This design comes from an exercise in tuning for small area on the open sky130 flow, not from production work. Only the layout flow was run in this run; the RTL was not checked for function there. Power figures rest on the tool's default switching activity, not on a simulated workload.

===== flow/run.sh =====
#!/bin/bash
# synth_recipe.tcl (not shown) runs the flow's synth.tcl, then flattens the netlist and writes it again
# the make line also repeats each setting of config.mk as NAME=value (left out here)
make -C /OpenROAD-flow-scripts/flow DESIGN_CONFIG=/design/flow/config.mk WORK_HOME=/design/flow/orfs CLKGATE_MAP_FILE= SYNTH_SCRIPT=/design/flow/synth_recipe.tcl finish

===== flow/config.mk =====
export PLATFORM = sky130hd
export DESIGN_NAME = display_top
export DESIGN_NICKNAME = display_top
export VERILOG_FILES = /design/flow/design.v
export SDC_FILE = /design/flow/constraint.sdc
export NUM_CORES = 4
export LEC_CHECK = 0
export CAP_MARGIN = 20
export CORE_MARGIN = 2
export CORE_UTILIZATION = 40
export SLEW_MARGIN = 20

===== flow/constraint.sdc =====
create_clock -name core_clock -period 39.7 [get_ports {clk}]
set_input_delay 7.9400 -clock core_clock [delete_from_list [all_inputs] [get_ports {clk}]]
set_output_delay 7.9400 -clock core_clock [all_outputs]
set_load 0.01 [all_outputs]

===== flow/design.v =====
module graphics(
	input vgaclk,  
	input rst,  
	input [63:0] grid_flat,
	input [1:0] state,
	input [9:0] hc,
	input [9:0] vc,
	output reg [11:0] color  
);
	wire [3:0] grid [0:15];
	genvar g;
	generate for (g = 0; g < 16; g = g + 1) begin : grid_unpack
		assign grid[g] = grid_flat[4*g+3:4*g];
	end endgenerate
	localparam [0:3071] bitmap = {
		16'b0000000000000000,
		16'b0000000000000000,
		16'b0000000000000000,
		16'b0000000000000000,
		16'b0000000000000000,
		16'b0000000000000000,
		16'b0000000000000000,
		16'b0000000000000000,
		16'b0000000000000000,
		16'b0000000000000000,
		16'b0000000000000000,
		16'b0000000000000000,
		16'b0000000000000000,
		16'b0000000000000000,
		16'b0000000000000000,
		16'b0000000000000000,
		16'b0000000000000000,
		16'b0001100000000000,
		16'b0010010000000000,
		16'b0000010000000000,
		16'b0000100000000000,
		16'b0001000000000000,
		16'b0011110000000000,
		16'b0000000000000000,
		16'b0000000000000000,
		16'b0000000000000000,
		16'b0000000000000000,
		16'b0000000000000000,
		16'b0000000000000000,
		16'b0000000000000000,
		16'b0000000000000000,
		16'b0000000000000000,
		16'b0000000000000000,
		16'b0000110000000000,
		16'b0001010000000000,
		16'b0010010000000000,
		16'b0011111000000000,
		16'b0000010000000000,
		16'b0000010000000000,
		16'b0000000000000000,
		16'b0000000000000000,
		16'b0000000000000000,
		16'b0000000000000000,
		16'b0000000000000000,
		16'b0000000000000000,
		16'b0000000000000000,
		16'b0000000000000000,
		16'b0000000000000000,
		16'b0000000000000000,
		16'b0011110000000000,
		16'b0010010000000000,
		16'b0010010000000000,
		16'b0011110000000000,
		16'b0010010000000000,
		16'b0011110000000000,
		16'b0000000000000000,
		16'b0000000000000000,
		16'b0000000000000000,
		16'b0000000000000000,
		16'b0000000000000000,
		16'b0000000000000000,
		16'b0000000000000000,
		16'b0000000000000000,
		16'b0000000000000000,
		16'b0000000000000000,
		16'b0000100000111100,
		16'b0001100000100000,
		16'b0010100000100000,
		16'b0000100000111100,
		16'b0000100000100100,
		16'b0011110000111100,
		16'b0000000000000000,
		16'b0000000000000000,
		16'b0000000000000000,
		16'b0000000000000000,
		16'b0000000000000000,
		16'b0000000000000000,
		16'b0000000000000000,
		16'b0000000000000000,
		16'b0000000000000000,
		16'b0000000000000000,
		16'b0011110000011000,
		16'b0000010000100100,
		16'b0000010000000100,
		16'b0011110000001000,
		16'b0000010000010000,
		16'b0011110000111100,
		16'b0000000000000000,
		16'b0000000000000000,
		16'b0000000000000000,
		16'b0000000000000000,
		16'b0000000000000000,
		16'b0000000000000000,
		16'b0000000000000000,
		16'b0000000000000000,
		16'b0000000000000000,
		16'b0000000000000000,
		16'b0011110000001100,
		16'b0010000000010100,
		16'b0010000000100100,
		16'b0011110000111110,
		16'b0010010000000100,
		16'b0011110000000100,
		16'b0000000000000000,
		16'b0000000000000000,
		16'b0000000000000000,
		16'b0000000000000000,
		16'b0000000000000000,
		16'b0000000000000000,
		16'b0000000000000000,
		16'b0000000000000000,
		16'b0000000000000000,
		16'b0000000000000000,
		16'b0000100000011000,
		16'b0001100000100100,
		16'b0010100000000100,
		16'b0000100000001000,
		16'b0000100000010000,
		16'b0011110000111100,
		16'b0000000000000000,
		16'b0000000000000000,
		16'b0011110000000000,
		16'b0010010000000000,
		16'b0010010000000000,
		16'b0011110000000000,
		16'b0010010000000000,
		16'b0011110000000000,
		16'b0000000000000000,
		16'b0000000000000000,
		16'b0001100000111100,
		16'b0010010000100000,
		16'b0000010000100000,
		16'b0000100000111100,
		16'b0001000000000100,
		16'b0011110000111100,
		16'b0000000000000000,
		16'b0000000000000000,
		16'b0011110000000000,
		16'b0010000000000000,
		16'b0010000000000000,
		16'b0011110000000000,
		16'b0010010000000000,
		16'b0011110000000000,
		16'b0000000000000000,
		16'b0000000000000000,
		16'b0011110000001000,
		16'b0010000000011000,
		16'b0010000000101000,
		16'b0011110000001000,
		16'b0000010000001000,
		16'b0011110000111100,
		16'b0000000000000000,
		16'b0000000000000000,
		16'b0001100000000000,
		16'b0010010000000000,
		16'b0000010000000000,
		16'b0000100000000000,
		16'b0001000000000000,
		16'b0011110000000000,
		16'b0000000000000000,
		16'b0000000000000000,
		16'b0000100000111100,
		16'b0001100000100100,
		16'b0010100000100100,
		16'b0000100000100100,
		16'b0000100000100100,
		16'b0011110000111100,
		16'b0000000000000000,
		16'b0000000000000000,
		16'b0001100000001100,
		16'b0010010000010100,
		16'b0000010000100100,
		16'b0000100000111110,
		16'b0001000000000100,
		16'b0011110000000100,
		16'b0000000000000000,
		16'b0000000000000000,
		16'b0001100000111100,
		16'b0010010000100100,
		16'b0000010000100100,
		16'b0000100000100100,
		16'b0001000000100100,
		16'b0011110000111100,
		16'b0000000000000000,
		16'b0000000000000000,
		16'b0000110000111100,
		16'b0001010000100100,
		16'b0010010000100100,
		16'b0011111000111100,
		16'b0000010000100100,
		16'b0000010000111100,
		16'b0000000000000000
	};
	wire [11:0] palette [0:23];
	reg [6:0] x;
	reg [6:0] y;
	assign x = hc/7;
	assign y = vc/7;
	reg [3:0] xi;
	reg [3:0] yi;
	assign xi = x % 16;
	assign yi = y % 16;
	reg [3:0] block;
	assign block = x/16 + (y/16)*4;
	always @(posedge vgaclk) begin
		if (x >= 64 || y >= 64 || block >= 16) begin
			color <= 12'd0;
		end else begin
			color <= palette[grid[block]*2 + bitmap[grid[block]*256 + xi + yi*16]];
		end
	end
	assign palette[0]  = 12'b1111_1111_1111;
	assign palette[1]  = 12'b0000_0000_0000;
	assign palette[2]  = 12'b1111_0000_0000;
	assign palette[3]  = 12'b0000_0000_0000;
	assign palette[4]  = 12'b1111_1000_0000;
	assign palette[5]  = 12'b0000_0000_0000;
	assign palette[6]  = 12'b1111_1111_0000;
	assign palette[7]  = 12'b0000_0000_0000;
	assign palette[8]  = 12'b1000_1111_0000;
	assign palette[9]  = 12'b0000_0000_0000;
	assign palette[10] = 12'b0000_1111_0000;
	assign palette[11] = 12'b0000_0000_0000;
	assign palette[12] = 12'b0000_1111_1000;
	assign palette[13] = 12'b0000_0000_0000;
	assign palette[14] = 12'b0000_1111_1111;
	assign palette[15] = 12'b0000_0000_0000;
	assign palette[16] = 12'b0000_1000_1111;
	assign palette[17] = 12'b0000_0000_0000;
	assign palette[18] = 12'b0000_0000_1111;
	assign palette[19] = 12'b0000_0000_0000;
	assign palette[20] = 12'b1000_0000_1111;
	assign palette[21] = 12'b0000_0000_0000;
	assign palette[22] = 12'b1111_0000_1111;
	assign palette[23] = 12'b0000_0000_0000;
endmodule
module vga(
	input vgaclk,
	input rst,
	input [3:0] input_red,
	input [3:0] input_green,
	input [3:0] input_blue,
	output logic [9:0] hc_out,
	output logic [9:0] vc_out,
	output logic hsync,
	output logic vsync,
	output logic [3:0] red,
	output logic [3:0] green,
	output logic [3:0] blue
);
	localparam HPIXELS  = 640;     
	localparam HFP      = 16;      
	localparam HSPULSE  = 96;      
	localparam HBP      = 48;      
	localparam VPIXELS  = 480;     
	localparam VFP      = 10;      
	localparam VSPULSE  = 2;       
	localparam VBP      = 33;      
	localparam WIDTH    = HPIXELS + HFP + HSPULSE + HBP;
	localparam HEIGHT   = VPIXELS + VFP + VSPULSE + VBP;
	initial begin
		if (HPIXELS + HFP + HSPULSE + HBP != 800 || VPIXELS + VFP + VSPULSE + VBP != 525) begin
			$error("Expected horizontal pixels to add up to 800 and vertical pixels to add up to 525");
		end
	end
	logic [9:0] hc;
	logic [9:0] vc;
	assign hc_out = hc;
	assign vc_out = vc;
	always_ff @(posedge vgaclk) begin
		if (!rst) begin
			hc <= 0;
			vc <= 0;
		end else begin
			if (hc == WIDTH-1 && vc == HEIGHT-1) begin
				hc <= 0;
				vc <= 0;
			end else if (hc == WIDTH-1) begin
				hc <= 0;
				vc <= vc + 1;
			end else begin
				hc <= hc + 1;
			end
		end
	end
	always @(*) begin
		if (hc >= HPIXELS + HFP && hc <= HPIXELS + HFP + HSPULSE - 1)
			hsync = 0;
		else
			hsync = 1;
		if (vc >= VPIXELS + VFP && vc <= VPIXELS + VFP + VSPULSE - 1)
			vsync = 0;
		else
			vsync = 1;
	end
	always_comb begin
		if (hc < HPIXELS && vc < VPIXELS) begin
			red = input_red;
			green = input_green;
			blue = input_blue;
		end else begin
        		red = 0;
        		green = 0;
        		blue = 0;
		end
	end
endmodule
module display_top (
	input         clk,     
	input         rst_n,   
	input  [63:0] grid,
	output        hsync,
	output        vsync,
	output [3:0]  red,
	output [3:0]  green,
	output [3:0]  blue
);
	wire [9:0]  hc;
	wire [9:0]  vc;
	wire [11:0] color;
	graphics graphics1(clk, rst_n, grid, 2'd0, hc, vc, color);
	vga vga1(clk, rst_n, color[11:8], color[7:4], color[3:0],
		hc, vc, hsync, vsync, red, green, blue);
endmodule

==> results.py <==
metrics = {
    "floorplanning": {
        "dieWidth_um": 126,
        "ios": 80,
        "initial_core_util_pct": 40.9,
        "dieArea_um2": 15800,
        "die_h_um": 126,
        "rows": 44,
        "core_area_um2": 14500,
    },
    "layout": {
        "final_util_pct": 46.6,
        "area_growth_pct": 13.8,
        "drive_above_1_share_pct": 6.97,
        "diodes": 0,
        "nNetsFinal": 980,
        "register_area_um2": 520,
        "fill_cells": 1483,
        "multi_input_area_um2": 4930,
    },
    "timing": {
        "hold_slack_ns": 0.474,
        "rsz0062_at_grt": "false",
        "layout_min_cycle_time_ns": 13.57,
        "fin_ws_ns": 26.13,
        "setup_violations": 0,
        "final_hold_viol_count": 0,
        "fmax_ghz": 0.0737,
        "slew_headroom_pct": 40.6,
        "fin_skew_ns": 0.00846,
        "tightestPinTransition_ns": 0.885,
        "period_share_pct": 34.2,
        "setup_tns_ns": 0,
        "final_max_slew_viol_count": 0,
    },
    "yosys": {
        "yosys_warnings": 7,
        "syn_area_um2": 5920,
        "ys_async_sr_fraction_pct": 0,
        "synth_top_cell_by_area": "dfxtp_1",
        "synthesis.nets": 953,
        "synth.distinct_cells": 106,
        "synth.top_cells.by_area": "dfxtp_1 8.8%, nand2_1 6.5%, ha_1 4.9%",
        "synth_edf_count": 0,
        "syn_inst": 864,
        "synth.avg_cell_area_um2": 6.86,
        "ys_seq_elements": 26,
        "ys_seq_area_share_pct": 8.79,
        "synth_top_flop_cell": "dfxtp_1",
        "yosysTopAreaCellShare_pct": 8.79,
    },
    "cts": {
        "cts_setup_buffers": 0,
        "cts-root-buf": "clkbuf_16",
        "clock-sinks": 26,
        "cts_max_level": 1,
        "hold_buffers": 0,
        "cts_buffer_depth": 2,
        "tritoncts": "built",
        "clock_latency_ns": 0.28,
        "numCtsBuffers": 3,
        "clk_pin_slew_ns": 0.09,
        "ctsResizeCount": 0,
    },
    "power_and_ir_drop": {
        "clkPwrFrac_pct": 36.9,
        "p_sw_share_pct": 28.7,
        "p_per_area_nw_per_um2": 13.1,
        "p_switching_uw": 25.5,
        "p_int_uw": 63.2,
        "p_comb_share_pct": 31.5,
        "ir_drop_v": 0.0000226,
        "cellLeakagePower_nw": 2.53,
        "p_seq_share_pct": 31.7,
    },
    "global_route": {
        "grt_pass1_wl_um": 31300,
        "antenna_found_initial": 0,
        "grt_max_degree": 26,
        "grt_overflow": 0,
        "grt.total_usage_pct": 23.4,
        "grt_pass1_vias": 6134,
    },
    "routing": {
        "firstDrtPassIters": 5,
        "antenna_left": 0,
        "drc": 0,
        "post_drt_wl_per_cell_um": 18.0,
        "route.vias.total": 6915,
        "wl_um": 19300,
        "viasPerCell": 6.44,
        "drt_iter0_drc": 1009,
    },
    "place": {
        "gp_congestion": 0.938,
        "place_ws_ns": 25.99,
        "hpwlAfterDp_um": 14300,
        "portBuffers": 79,
    },
    "critical_path": {
        "critPathRequiredTime_ns": 39.93,
        "critPathKind": "input port to flip-flop",
        "arrival_ns": 13.80,
        "slowest_delay_ns": 0.64,
        "cp-end-kind": "flip-flop",
        "cp_max_fo": 12,
        "cpMostUsedCell": "a21oi_1",
        "path_buf_inv": 2,
        "crit_chain": "clkdlybuf4s50_1, a21oi_1, a311oi_1, a31oi_1, a21oi_1, o32a_1, inv_1, ha_1, nor2b_1, o21ai_0, nand2_1, a211oi_1, a21oi_2, mux2i_2, o21ai_1, or2_0, o311ai_0, a41oi_1, a32oi_1, a31o_1, nor2_2, or4_1, nand3_1",
        "path_delay_family": "compound AO/OA/AOI/OAI gates",
        "worstSetupStartpointType": "input port",
        "slowest_stage": "mux2i_2",
    },
    "job": {
        "max-cap-violations": 0,
    },
    "hold_path": {
        "hp-class": "flip-flop to flip-flop",
    },
    "run_status": {
        "status": "timing/DRC/antenna clean",
    },
}
==> worst paths after layout <==
| kind | cells past startpoint | startpoint | slack (ns) | endpoint |
|---|---|---|---|---|
| setup / recovery | 23 | grid[12] | 26.13 | graphics1.color[6] |
| hold / removal | 1 | vga1.hc[0] | 0.47 | vga1.hc[0] |
| setup reg to reg | 42 | vga1.vc[8] | 30.18 | graphics1.color[6] |
| hold reg to reg | 1 | vga1.hc[0] | 0.47 | vga1.hc[0] |
==> power groups by stage <==
stage	Sequential (mW)	Clock, mW	Combinational (mW)
after floorplan	0.0284	0	0.0158
after global placement	0.0287	0	0.0279
after detailed placement	0.0287	0	0.0277
after CTS	0.0281	0.0333	0.0279
after global routing	0.0283	0.0344	0.0304
final	0.0281	0.0327	0.0279
==> cell families after synthesis <==
family	synth area share [%]
muxes	4.10
AOI/OAI and AO/OA	41.2
DFF	8.79
and+or+nand+nor	28.7
adders and majority gates	5.03
xor gates and xnor gates	4.29
buffers and inverters	7.96
==> cells in the mapped netlist, types with 11 or more instances <==
master and number:
o21ai_1 15, dfxtp_1 26, nand2_1 102, a21o_1 13, inv_1 29, buf_2 11
a31oi_1 15, nand3_1 36, o211ai_1 16, a21oi_1 56, nor3_1 29, xnor2_1 19
and2_1 19, o21ai_0 43, a211oi_1 24, ha_1 23, clkbuf_1 32, nor2_1 70
mux2i_1 15
==> worst register-to-register path: cells and delay by family (launching register included) <==
family	cells	cell delay, ns
buffers and inverters	2	0.24
AO/OA/AOI/OAI	24	5.25
adder cells (fa/ha/maj)	3	0.77
AND/OR/NAND/NOR	10	1.64
flip-flops	1	0.56
multiplexers	3	1.02
==> cell type report <==
class,instances,area share (%)
inverters,32,1.78
multi-input cells,743,73.1
well taps,184,3.41
clock buffers,3,1.11
flip-flops and latches,26,7.72
repair buffers,85,12.4
clock inverters,1,0.445
==> flip-flops by register name, indices dropped and copies added, names as in the netlist <==
signal,cells
graphics1.color,6
vga1.vc,10
vga1.hc,10
==> placed cells by master (no fill, tap or decap), drive strengths merged, types with 6 or more instances in the layout <==
master | Yosys | final
a2111oi | 7 | 7
a211oi | 27 | 27
a21o | 13 | 13
a21oi | 60 | 60
a311oi | 8 | 8
a31oi | 15 | 15
and2 | 19 | 19
and3 | 10 | 10
buf | 31 | 6
clkdlybuf4s50 | 0 | 79
dfxtp | 26 | 26
ha | 23 | 23
inv | 30 | 30
mux2i | 16 | 16
nand2 | 104 | 104
nand2b | 7 | 7
nand3 | 36 | 36
nand4 | 9 | 9
nor2 | 73 | 73
nor3 | 32 | 32
nor4 | 8 | 8
o211a | 7 | 7
o211ai | 17 | 17
o21a | 12 | 12
o21ai | 58 | 58
o221ai | 6 | 6
o22ai | 7 | 7
o311ai | 10 | 10
o31ai | 8 | 8
or2 | 7 | 7
or3 | 11 | 11
xnor2 | 19 | 19
xor2 | 10 | 10
==> through the flow <==
stage	std cells	power, mW	area [um^2]
2_1_floorplan	864	0.0442	5920
3_3_place_gp	1070	0.0566	6640
3_5_place_dp	1070	0.0564	6640
4_1_cts	1074	0.0893	6740
5_1_grt	1074	0.0931	6740
6_report	1074	0.0887	6740
==> metal layers <==
layer	track usage, %	wire, um	share of wire (%)
met4	5.95	397	2.1
met3	3.23	1670	8.7
met2	38.3	8550	44
met1	32.4	8660	45
met5	0	0	0

[what the ideal ports hide]
Ports are ideal in the flow. The routed layout listed here was re-timed in OpenROAD. Step 1 (the two cells are an assumption about what drives the block):
set clk [get_ports {clk}]
set_driving_cell -lib_cell sky130_fd_sc_hd__clkbuf_16 $clk
set_driving_cell -lib_cell sky130_fd_sc_hd__buf_2 [delete_from_list [all_inputs] $clk]
Step 2 moves the port delays by t, midway between the first and last clock arrival at a register: inputs arrive t later, outputs are due t later. That takes back most of the time a late clock gives input paths. Three values: no drivers, after step 1, after step 2; two values: the first two.
t, ns: 0.320
slack for setup (ns): 26.128 / 26.147 / 25.828
latest minus earliest clock arrival (ns): 0.008 / 0.009
After both steps this run still meets setup and hold. For this run, drivers alone change the setup slack by +0.019 ns; drivers and shift together by -0.300 ns.
